This is an optimization exercise on Yosys and OpenROAD, whose aim is small area, not a production implementation. The RTL was checked by simulation tests, not by an equivalence proof against the original design. Power and IR drop assume default switching activity.

### flow/run.sh
#!/bin/bash
# synth_recipe.tcl (not shown) runs the flow's synth.tcl, then flattens the netlist and writes it again
# the make line also repeats each setting of config.mk as NAME=value (left out here)
make -C /OpenROAD-flow-scripts/flow DESIGN_CONFIG=/design/flow/config.mk WORK_HOME=/design/flow/orfs CLKGATE_MAP_FILE= SYNTH_SCRIPT=/design/flow/synth_recipe.tcl finish
### flow/config.mk
export PLATFORM = sky130hd
export DESIGN_NAME = uart_core
export DESIGN_NICKNAME = uart_core
export VERILOG_FILES = /design/flow/design.v
export SDC_FILE = /design/flow/constraint.sdc
export NUM_CORES = 4
export LEC_CHECK = 0
export CAP_MARGIN = 20
export CORE_MARGIN = 2
export CORE_UTILIZATION = 40
export SLEW_MARGIN = 20
### flow/constraint.sdc
create_clock -name core_clock -period 83.33 [get_ports {clk}]
set_input_delay 16.6660 -clock core_clock [delete_from_list [all_inputs] [get_ports {clk}]]
set_output_delay 16.6660 -clock core_clock [all_outputs]
set_load 0.01 [all_outputs]
### flow/design.v
module uart_tx #(
    parameter
    DATA_WIDTH = 8,
    BAUD_RATE = 9600,
    CLK_FREQ = 12_000_000,
    localparam LB_DATA_WIDTH    = $clog2(DATA_WIDTH),
               PULSE_WIDTH      = CLK_FREQ / BAUD_RATE,
               LB_PULSE_WIDTH   = $clog2(PULSE_WIDTH),
               HALF_PULSE_WIDTH = PULSE_WIDTH / 2
) (
    output logic                  sig,
    output logic                  ready,
    input  logic [DATA_WIDTH-1:0] data,
    input  logic                  valid,
    input  logic                  clk,
    input  logic                  rstn
);
  typedef enum logic [1:0] {
    STT_DATA,
    STT_STOP,
    STT_WAIT
  } statetype;
  statetype                     state;
  logic     [   DATA_WIDTH-1:0] data_r;
  logic                         sig_r;
  logic                         ready_r;
  logic     [LB_DATA_WIDTH-1:0] data_cnt;
  logic     [ LB_PULSE_WIDTH:0] clk_cnt;
  always_ff @(posedge clk) begin
    if (!rstn) begin
      state    <= STT_WAIT;
      sig_r    <= 1;
      data_r   <= 0;
      ready_r  <= 1;
      data_cnt <= 0;
      clk_cnt  <= 0;
    end else begin
      case (state)
        STT_DATA: begin
          if (0 < clk_cnt) begin
            clk_cnt <= clk_cnt - 1;
          end else begin
            sig_r   <= data_r[data_cnt];
            clk_cnt <= PULSE_WIDTH;
            if (data_cnt == DATA_WIDTH - 1) begin
              state <= STT_STOP;
            end else begin
              data_cnt <= data_cnt + 1;
            end
          end
        end
        STT_STOP: begin
          if (0 < clk_cnt) begin
            clk_cnt <= clk_cnt - 1;
          end else begin
            state   <= STT_WAIT;
            sig_r   <= 1;
            clk_cnt <= PULSE_WIDTH + HALF_PULSE_WIDTH;
          end
        end
        STT_WAIT: begin
          if (0 < clk_cnt) begin
            clk_cnt <= clk_cnt - 1;
          end else if (!ready_r) begin
            ready_r <= 1;
          end else if (valid) begin
            state    <= STT_DATA;
            sig_r    <= 0;
            data_r   <= data;
            ready_r  <= 0;
            data_cnt <= 0;
            clk_cnt  <= PULSE_WIDTH;
          end
        end
        default: begin
          state <= STT_WAIT;
        end
      endcase
    end
  end
  assign sig   = sig_r;
  assign ready = ready_r;
endmodule
module uart_rx #(
    parameter
    DATA_WIDTH = 8,
    BAUD_RATE = 9600,
    CLK_FREQ = 12_000_000,
    localparam LB_DATA_WIDTH    = $clog2(DATA_WIDTH),
               PULSE_WIDTH      = CLK_FREQ / BAUD_RATE,
               LB_PULSE_WIDTH   = $clog2(PULSE_WIDTH),
               HALF_PULSE_WIDTH = PULSE_WIDTH / 2
) (
    input  logic                  sig,
    input  logic                  ready,
    output logic [DATA_WIDTH-1:0] data,
    output logic                  valid,
    input  logic                  clk,
    input  logic                  rstn
);
  function majority5(input [4:0] val);
    case (val)
      5'b00000: majority5 = 0;
      5'b00001: majority5 = 0;
      5'b00010: majority5 = 0;
      5'b00100: majority5 = 0;
      5'b01000: majority5 = 0;
      5'b10000: majority5 = 0;
      5'b00011: majority5 = 0;
      5'b00101: majority5 = 0;
      5'b01001: majority5 = 0;
      5'b10001: majority5 = 0;
      5'b00110: majority5 = 0;
      5'b01010: majority5 = 0;
      5'b10010: majority5 = 0;
      5'b01100: majority5 = 0;
      5'b10100: majority5 = 0;
      5'b11000: majority5 = 0;
      default:  majority5 = 1;
    endcase
  endfunction
  logic [1:0] sampling_cnt;
  logic [4:0] sig_q;
  logic       sig_r;
  always_ff @(posedge clk) begin
    if (!rstn) begin
      sampling_cnt <= 0;
      sig_q        <= 5'b11111;
      sig_r        <= 1;
    end else begin
      if (sampling_cnt == 0) begin
        sig_q <= {sig, sig_q[4:1]};
      end
      sig_r        <= majority5(sig_q);
      sampling_cnt <= sampling_cnt + 1;
    end
  end
  typedef enum logic [1:0] {
    STT_DATA,
    STT_STOP,
    STT_WAIT
  } statetype;
  statetype                    state;
  logic     [  DATA_WIDTH-1:0] data_tmp_r;
  logic     [ LB_DATA_WIDTH:0] data_cnt;
  logic     [LB_PULSE_WIDTH:0] clk_cnt;
  logic                        rx_done;
  always_ff @(posedge clk) begin
    if (!rstn) begin
      state      <= STT_WAIT;
      data_tmp_r <= 0;
      data_cnt   <= 0;
      clk_cnt    <= 0;
    end else begin
      case (state)
        STT_DATA: begin
          if (0 < clk_cnt) begin
            clk_cnt <= clk_cnt - 1;
          end else begin
            data_tmp_r <= {sig_r, data_tmp_r[DATA_WIDTH-1:1]};
            clk_cnt    <= PULSE_WIDTH;
            if (data_cnt == DATA_WIDTH - 1) begin
              state <= STT_STOP;
            end else begin
              data_cnt <= data_cnt + 1;
            end
          end
        end
        STT_STOP: begin
          if (0 < clk_cnt) begin
            clk_cnt <= clk_cnt - 1;
          end else if (sig_r) begin
            state <= STT_WAIT;
          end
        end
        STT_WAIT: begin
          if (sig_r == 0) begin
            clk_cnt  <= PULSE_WIDTH + HALF_PULSE_WIDTH;
            data_cnt <= 0;
            state    <= STT_DATA;
          end
        end
        default: begin
          state <= STT_WAIT;
        end
      endcase
    end
  end
  assign rx_done = (state == STT_STOP) && (clk_cnt == 0);
  logic [DATA_WIDTH-1:0] data_r;
  logic                  valid_r;
  always_ff @(posedge clk) begin
    if (!rstn) begin
      data_r  <= 0;
      valid_r <= 0;
    end else if (rx_done && !valid_r) begin
      valid_r <= 1;
      data_r  <= data_tmp_r;
    end else if (valid_r && ready) begin
      valid_r <= 0;
    end
  end
  assign data  = data_r;
  assign valid = valid_r;
endmodule
module uart_core #(
    parameter DATA_WIDTH = 8,
    parameter BAUD_RATE  = 9600,
    parameter CLK_FREQ   = 12_000_000
) (
    input  logic                  clk,
    input  logic                  rstn,
    input  logic [DATA_WIDTH-1:0] tx_data,
    input  logic                  tx_valid,
    output logic                  tx_ready,
    output logic                  tx,
    input  logic                  rx,
    output logic [DATA_WIDTH-1:0] rx_data,
    output logic                  rx_valid,
    input  logic                  rx_ready
);
  uart_tx #(DATA_WIDTH, BAUD_RATE, CLK_FREQ) uart_tx_instance (
      .clk  (clk),
      .rstn (rstn),
      .sig  (tx),
      .ready(tx_ready),
      .data (tx_data),
      .valid(tx_valid)
  );
  uart_rx #(DATA_WIDTH, BAUD_RATE, CLK_FREQ) uart_rx_instance (
      .clk  (clk),
      .rstn (rstn),
      .sig  (rx),
      .ready(rx_ready),
      .data (rx_data),
      .valid(rx_valid)
  );
endmodule
==> impl_metrics.tcl, run 1 <==
set metrics [dict create \
    synth-compound-area-share_pct 21.2 \
    syn_nets 436 \
    synthMuxAreaShare_pct 6.88 \
    wl_microns 7400 \
    synth_warnings 2 \
    timing.setup.tns_ns 0 \
    holdBufCountCts 0 \
    met1_usage_pct 22.6 \
    core-area_sq_um 8260 \
    synth_top_family_by_area "compound AO/OA/AOI/OAI gates" \
    clockBufferDepth 2 \
    final_nets 453 \
    antenna_found_initial 0 \
    fill_cells 824 \
    synthTopCellsByArea "dfxtp_1, nand2_1, a21oi_1" \
    syn_inst 409 \
    grt_max_degree 39 \
    use_met3_pct 3.03 \
    pin_count 24 \
    synth_top_cell_by_area "dfxtp_1" \
    synth-main-ff-cell "dfxtp_1" \
    irDropWorstVdd_uv 11.7 \
    synth_adder_area_share_pct 5.38 \
    cp.arrival_ns 18.39 \
    ctsResizeCount 0 \
    crit_type "in2reg" \
    cp_slowest_cell "a21oi_1" \
    cp-start-kind "input pin" \
    power_per_cell_area_nw_per_um2 30.9 \
    hold_viol_final 0 \
    clock-sinks 70 \
    drtIter0Drc 156 \
    ant_nets 0 \
    register_area_sq_um 1400 \
    async_reset_ff_share_pct 0 \
    drv_slew 0 \
    crit_chain "clkdlybuf4s50_1, nand2_1, and2_1, a21oi_1, o21ai_0, a221oi_1" \
    design_area_sq_um 3930 \
    grtUsageMet2_pct 26.0 \
    gr-max-usage-layer "met2" \
    end_kind "flop" \
    status "finished clean" \
    rsz0062_at_grt "no" \
    grt_pass1_wl_microns 13200 \
    max_stage_delay_ns 0.50 \
    fp.dieH_microns 96.7 \
    min_delay_path_depth 1 \
    grt_overflow 0 \
    drv_cap 0 \
    p_leak_nw 1.48 \
    cts_max_level 3 \
    yosys.area_share.simple_pct 20.4 \
    reg2reg_depth 5 \
    synthToLayoutAreaGrowth_pct 14.3 \
    min_path_type "reg2reg" \
    post_cts_buffers 0 \
    vias 2933 \
    max_freq_mhz 55.1 \
    crit_fanout 9 \
    synth-xor-area-share_pct 1.53 \
    worstPathRequired_ns 83.58 \
    grt_pass1_vias 2845 \
    initial_core_util_pct 41.7 \
    die_w_microns 96.7 \
    rows 33 \
    worstMarginPinSlew_ns 0.986 \
    dpl_cell_area_sq_um 3740 \
    synth_edf_count 0 \
    fin_skew_ns 0.00664 \
    dieArea_sq_um 9360 \
    dp.final_hpwl_microns 5180 \
    drc 0 \
    multi_input_area_sq_um 1900 \
    min_period_ns 18.14 \
    gp_congestion 0.870 \
    max_slew_margin_pct 33.7 \
    ys_seq_area_share_pct 40.7 \
    wl_per_cell_microns 13.8 \
    layout-drive-gt1-share_pct 7.21 \
    yosys.area.top_type_share_pct 40.7 \
    io_buffers 23 \
    firstDrtPassIters 4 \
    cts_root_buf "clkbuf_8" \
    avgViaCountPerCell 5.48 \
    diodes 0 \
    yosys-top-cells-count "dfxtp_1, nand2_1, a21oi_1" \
    clk_latency_ns 0.35 \
    synth.cell_area_sq_um 3440 \
    yosysUniqueCellTypes 57 \
    grtUsageTotal_pct 16.8 \
    clk_pin_slew_ns 0.07 \
    ys_seq_elements 70 \
    period_share_pct 21.8 \
    synth.most_common_cell "dfxtp_1" \
    cts_tree "done" \
    syn_avg_cell_area_sq_um 8.41 \
    setup_viol 0 \
    cts_buffers 9 \
]
-- worst max-delay path: cells and delay by family --
| family | cells | cell delay, ns |
|---|---|---|
| AO/OA/AOI/OAI | 3 | 0.93 |
| AND/OR/NAND/NOR | 2 | 0.31 |
| buffers and inverters | 1 | 0.48 |
-- report_power, final --
group          switching, mW  leakage [nW]  internal (mW)
Clock                 0.0130        0.0911         0.0136
Sequential           0.00431         0.569         0.0385
Combinational         0.0326         0.816         0.0197
-- cell usage in the layout (no fill, tap or decap), drive strengths merged, types with 3 or more instances in the layout --
| master | count |
|---|---|
| or2 | 3 |
| o21ai | 28 |
| nand3 | 8 |
| o211ai | 4 |
| nor3 | 6 |
| xnor2 | 4 |
| nand3b | 4 |
| clkinv | 3 |
| nand2b | 4 |
| inv | 15 |
| dfxtp | 70 |
| nor4 | 6 |
| ha | 14 |
| o311ai | 4 |
| clkdlybuf4s50 | 23 |
| and2 | 5 |
| or4 | 3 |
| o221a | 3 |
| nor2 | 35 |
| clkbuf | 9 |
| nand2 | 59 |
| a21oi | 40 |
| mux2i | 18 |
| a31oi | 5 |
| o22ai | 3 |
| a211oi | 4 |
| or3 | 3 |
| buf | 3 |
-- state kept, by name, summed over array words and instances, names as in the netlist, 3 cells and up --
signal                       cells
uart_tx_instance.data_cnt        3
uart_rx_instance.data_tmp_r      8
uart_rx_instance.data_cnt        4
uart_tx_instance.clk_cnt        12
uart_rx_instance.clk_cnt        12
uart_rx_instance.sig_q           5
uart_tx_instance.data_r          8
uart_rx_instance.data_r          8
-- final cells by class --
type | instances | area share, %
Clock buffer | 9 | 3.15
Clock inverter | 6 | 1.62
Inverter | 15 | 1.43
Multi-Input combinational cell | 304 | 48.4
Sequential cell | 70 | 35.6
Tap cell | 105 | 3.34
Timing Repair Buffer | 26 | 6.43
-- routing by layer --
| metal | vias to the layer above | part of all wire, % | routed length [microns] |
|---|---|---|---|
| met3 | 14 | 2.8 | 210 |
| met5 | - | 0 | 0 |
| met4 | 0 | 2.2 | 164 |
| met2 | 41 | 43 | 3210 |
| met1 | 1370 | 52 | 3820 |
| li1 | 1508 | - | - |
-- worst paths after layout --
kind,to,from,slack (ns)
worst min register to register,uart_rx_instance.sampling_cnt[0],uart_rx_instance.sampling_cnt[0],0.44
worst min-delay path,uart_rx_instance.sampling_cnt[0],uart_rx_instance.sampling_cnt[0],0.44
worst max register to register,uart_tx_instance.data_r[1],uart_tx_instance.clk_cnt[2],80.46
worst max-delay path,uart_tx_instance.clk_cnt[9],tx_valid,65.19
-- logic make-up (layout without fill, tap and decap cells) --
family	Yosys count	count (layout)
XOR/XNOR	6	6
buffers and inverters	35	56
adder cells (fa/ha/maj)	15	15
AO/OA/AOI/OAI	115	115
flip-flops	70	70
AND/OR/NAND/NOR	147	147
multiplexers	21	21
-- per-stage QoR --
stage	total power, mW	hold slack [ns]	setup slack, ns	util, %	std cells
2_1_floorplan	0.0839	0.393	65.45	-	409
3_3_place_gp	0.0945	0.430	64.84	45.3	520
3_5_place_dp	0.0952	0.433	64.79	45.3	520
4_1_cts	0.122	0.453	65.16	47.6	535
5_1_grt	0.132	0.463	64.94	47.6	535
6_report	0.122	0.436	65.19	47.6	535
==> run 2, diff against run 1 <==
==> flow/design.v (replaced) <==
module uart_tx (
    output logic       sig,
    output logic       ready,
    input  logic [7:0] data,
    input  logic       valid,
    input  logic       clk,
    input  logic       rstn
);
  localparam logic [10:0] LFSR_X = 11'b00000000000;
  localparam logic [10:0] LFSR_Y = 11'b01111001010;
  localparam logic [10:0] LFSR_T = 11'b00010001001;
  logic [10:0] tmr;
  logic [ 9:0] frame;
  logic        ready_r;
  wire bit_end  = (tmr == LFSR_T);
  wire upper0   = (frame[9:2] == 8'd0);
  wire last_bit = upper0 & frame[1];
  wire in_tail  = upper0 & ~frame[1];
  always_ff @(posedge clk) begin
    if (!rstn) ready_r <= 1'b1;
    else if (ready_r) ready_r <= ~valid;
    else if (bit_end & in_tail) ready_r <= 1'b1;
    if (ready_r) begin
      frame <= {1'b1, data, 1'b0};
      tmr   <= LFSR_X;
    end else if (bit_end) begin
      frame <= {1'b0, frame[9:1]};
      tmr   <= last_bit ? LFSR_Y : LFSR_X;
    end else begin
      tmr <= {tmr[9:0], ~(tmr[10] ^ tmr[8])};
    end
  end
  assign sig   = ready_r | frame[0];
  assign ready = ready_r;
endmodule
module uart_rx (
    input  logic       sig,
    input  logic       ready,
    output logic [7:0] data,
    output logic       valid,
    input  logic       clk,
    input  logic       rstn
);
  localparam logic [10:0] LFSR_X = 11'b00000000000;
  localparam logic [10:0] LFSR_Y = 11'b01111001010;
  localparam logic [10:0] LFSR_T = 11'b00010001001;
  logic [1:0] sampling_cnt;
  logic [4:0] sig_q;
  logic       sig_r;
  always_ff @(posedge clk) begin
    if (!rstn) begin
      sampling_cnt <= 2'd0;
      sig_q        <= 5'b11111;
      sig_r        <= 1'b1;
    end else begin
      if (sampling_cnt == 2'd0) sig_q <= {sig, sig_q[4:1]};
      sig_r        <= (sig_q[0] + sig_q[1] + sig_q[2] + sig_q[3] + sig_q[4]) >= 3'd3;
      sampling_cnt <= sampling_cnt + 2'd1;
    end
  end
  logic        busy;      
  logic        stopped;   
  logic [10:0] tmr;
  logic [ 8:0] shreg;     
  wire bit_end = (tmr == LFSR_T);
  wire done    = busy & shreg[0] & (bit_end | stopped);
  always_ff @(posedge clk) begin
    if (!rstn) busy <= 1'b0;
    else if (!busy) busy <= ~sig_r;
    else if (done & sig_r) busy <= 1'b0;
    stopped <= done & ~sig_r;
    if (!busy) begin
      shreg <= 9'b1_0000_0000;
      tmr   <= LFSR_Y;
    end else begin
      if (bit_end & ~shreg[0]) shreg <= {sig_r, shreg[8:1]};
      if (bit_end) tmr <= LFSR_X;
      else tmr <= {tmr[9:0], ~(tmr[10] ^ tmr[8])};
    end
  end
  logic [7:0] data_r;
  logic       valid_r;
  always_ff @(posedge clk) begin
    if (!rstn) begin
      data_r  <= 8'd0;
      valid_r <= 1'b0;
    end else if (done & !valid_r) begin
      valid_r <= 1'b1;
      data_r  <= shreg[8:1];
    end else if (valid_r & ready) begin
      valid_r <= 1'b0;
    end
  end
  assign data  = data_r;
  assign valid = valid_r;
endmodule
module uart_core #(
    parameter DATA_WIDTH = 8,
    parameter BAUD_RATE  = 9600,
    parameter CLK_FREQ   = 12_000_000
) (
    input  logic                  clk,
    input  logic                  rstn,
    input  logic [DATA_WIDTH-1:0] tx_data,
    input  logic                  tx_valid,
    output logic                  tx_ready,
    output logic                  tx,
    input  logic                  rx,
    output logic [DATA_WIDTH-1:0] rx_data,
    output logic                  rx_valid,
    input  logic                  rx_ready
);
  uart_tx uart_tx_instance (
      .clk  (clk),
      .rstn (rstn),
      .sig  (tx),
      .ready(tx_ready),
      .data (tx_data),
      .valid(tx_valid)
  );
  uart_rx uart_rx_instance (
      .clk  (clk),
      .rstn (rstn),
      .sig  (rx),
      .ready(rx_ready),
      .data (rx_data),
      .valid(rx_valid)
  );
endmodule
==> impl_metrics.tcl, run 2 <==
set metrics [dict create \
    layout-drive-gt1-share_pct 8.88 \
    final_cell_mix "dfxtp_1, nand2_1, clkdlybuf4s50_1, mux2i_1, inv_1" \
    ctsResizeCount 0 \
    initial_core_util_pct 41.9 \
    grt_overflow 0 \
    design_area_sq_um 2870 \
    cp-start-kind "flop" \
    setup_viol 0 \
    synth.most_common_cell "dfxtp_1" \
    rows 27 \
    worstMarginPinSlew_ns 0.916 \
    end_kind "primary output" \
    fp.dieH_microns 80.2 \
    wl_microns 3990 \
    dp_cells 315 \
    drtIter0Drc 43 \
    firstDrtPassIters 4 \
    gp_congestion 0.712 \
    yosys-top-cells-count "dfxtp_1, nand2_1, mux2i_1" \
    max_slew_margin_pct 38.8 \
    yosys.area_share.simple_pct 21.5 \
    avgViaCountPerCell 4.61 \
    io_buffers 23 \
    top_regs "uart_rx_instance.tmr (11), uart_tx_instance.tmr (11), uart_tx_instance.frame (10)" \
    diodes 0 \
    clk_latency_ns 0.33 \
    cp.arrival_ns 1.81 \
    crit_type "reg2out" \
    final_common_cell "dfxtp_1" \
    p_leak_nw 1.12 \
    synth_adder_area_share_pct 3.34 \
    cts_buffers 9 \
    drc 0 \
    synthMuxAreaShare_pct 8.62 \
    fin_skew_ns 0.00775 \
    pin_count 24 \
    syn_nets 247 \
    worstPathRequired_ns 66.66 \
    irDropWorstVdd_uv 13.0 \
    timing.setup.tns_ns 0 \
    antenna_found_initial 0 \
    crit_buf_inv 1 \
    synth_warnings 2 \
    synthTopCellsByArea "dfxtp_1, edfxtp_1, mux2i_1" \
    dp.final_hpwl_microns 2710 \
    holdBufCountCts 0 \
    grt_pass1_vias 1482 \
    hold_viol_final 0 \
    crit_fanout 22 \
    crit_family "flip-flops" \
    synth-compound-area-share_pct 4.74 \
    whs_ns 0.418 \
    synthToLayoutAreaGrowth_pct 23.5 \
    status "finished clean" \
    yosysUniqueCellTypes 38 \
    max_freq_mhz 54.1 \
    setup_ws_ns 64.85 \
    total_power_uw 70.2 \
    drv_slew 0 \
    post-route-util_pct 51.8 \
    rsz0062_at_grt "no" \
    crit_chain "or2_2, clkdlybuf4s50_1" \
    synth_top_family_by_area "simple AND/OR/NAND/NOR gates" \
    async_reset_ff_share_pct 0 \
    ys_seq_elements 61 \
    cts_max_level 3 \
    wl_per_cell_microns 12.1 \
    synth_top_cell_by_area "dfxtp_1" \
    core-area_sq_um 5540 \
    drv_cap 0 \
    grt_pass1_wl_microns 6830 \
    final_nets 272 \
    clk_pin_slew_ns 0.06 \
    power_per_cell_area_nw_per_um2 24.5 \
    synth_edf_count 8 \
    dieArea_sq_um 6430 \
    dpl_cell_area_sq_um 2600 \
    synth.cell_area_sq_um 2320 \
    min_path_type "reg2reg" \
    cts_root_buf "clkbuf_8" \
    max_stage_delay_ns 0.75 \
    yosys.area.top_type_share_pct 45.7 \
    grt_max_degree 28 \
    clock-sinks 61 \
    ant_nets 0 \
    synth-xor-area-share_pct 0.754 \
    die_w_microns 80.2 \
    post_cts_buffers 0 \
    pre_cts_slack_ns 65.14 \
    cts_tree "done" \
    ys_seq_area_share_pct 56.0 \
    finalNonFillerCells 331 \
    period_share_pct 22.2 \
    synth-main-ff-cell "dfxtp_1" \
    cp_slowest_cell "dfxtp_1" \
    vias 1527 \
    clockBufferDepth 2 \
    min_period_ns 18.48 \
    syn_inst 229 \
    syn_avg_cell_area_sq_um 10.1 \
    grtUsageTotal_pct 14.2 \
]
## run 2: worst paths after layout
check / start / endpoint / slack, ns / depth (start not counted)
worst max-delay path: uart_tx_instance.ready_r / tx / 64.85 / 2
worst min-delay path: uart_rx_instance.sampling_cnt[0] / uart_rx_instance.sampling_cnt[0] / 0.42 / 1
worst max register to register: uart_tx_instance.tmr[5] / uart_tx_instance.frame[2] / 81.14 / 4
worst min register to register: uart_rx_instance.sampling_cnt[0] / uart_rx_instance.sampling_cnt[0] / 0.42 / 1
## run 2: cell families (layout without fill, tap and decap cells)
| kind of cell | after synthesis | count (layout) |
|---|---|---|
| AOI/OAI and AO/OA | 16 | 16 |
| xor gates and xnor gates | 2 | 2 |
| adders and majority gates | 5 | 5 |
| buffers and inverters | 28 | 58 |
| DFF | 61 | 61 |
| muxes | 20 | 20 |
| and+or+nand+nor | 97 | 97 |
## run 2: power by group
group,internal (mW),leakage [nW],switching (mW),total (mW)
combinational,0.00202,0.475,0.00180,0.00382
clock,0.0225,0.135,0.0112,0.0337
sequential,0.0313,0.514,0.00139,0.0327
## run 2: worst register-to-register path, cell delays in order, from the launching register on
cell,delay (ns)
dfxtp_1,0.31
or4b_4,0.54
nor3_4,0.53
nor2_1,0.18
inv_1,0.30
## run 2: area by class of cell
cell class	instances	area, sq um
tap	72	90.1
multi-input combinational	140	905
timing repair buffer	24	238
sequential	61	1300
fill	536	2670
inverter	18	67.6
clock inverter	5	104
clock buffer	11	163
## run 2: layer usage
layer	wire length (microns)	global-route usage, %	vias to the layer above
met4	35	5.08	0
met5	0	0	-
met1	1880	16.8	695
li1	-	-	806
met2	1890	22.5	22
met3	188	6.74	4

[port drivers added, routing unchanged]
The results above use ideal ports. As a check the final layouts listed here were re-extracted and re-timed, cells and wires unchanged. Step 1 sets driving cells, clkbuf_16 on the clock port and buf_2 on the other inputs (assumed; they add their load-dependent delay and slew). Step 2 times the ports against the registers' clock, not the clock port: input delays grow and output delays shrink by t, the midpoint of the rising clock arrivals with the driver on. Three values: ideal, step 1, step 2; two values: the first two.
| run | t (ns) | setup WS [ns] | worst setup path at the end |
|---|---|---|---|
| run 1 | 0.376 | 65.193 / 65.201 / 64.825 | input to register |
| run 2 | 0.352 | 64.853 / 64.825 / 65.145 | input to register |
After both steps every run listed still meets setup and hold. The setup slack of run 1, which loses most, moves by +0.008 ns with the drivers and by -0.368 ns with both steps.
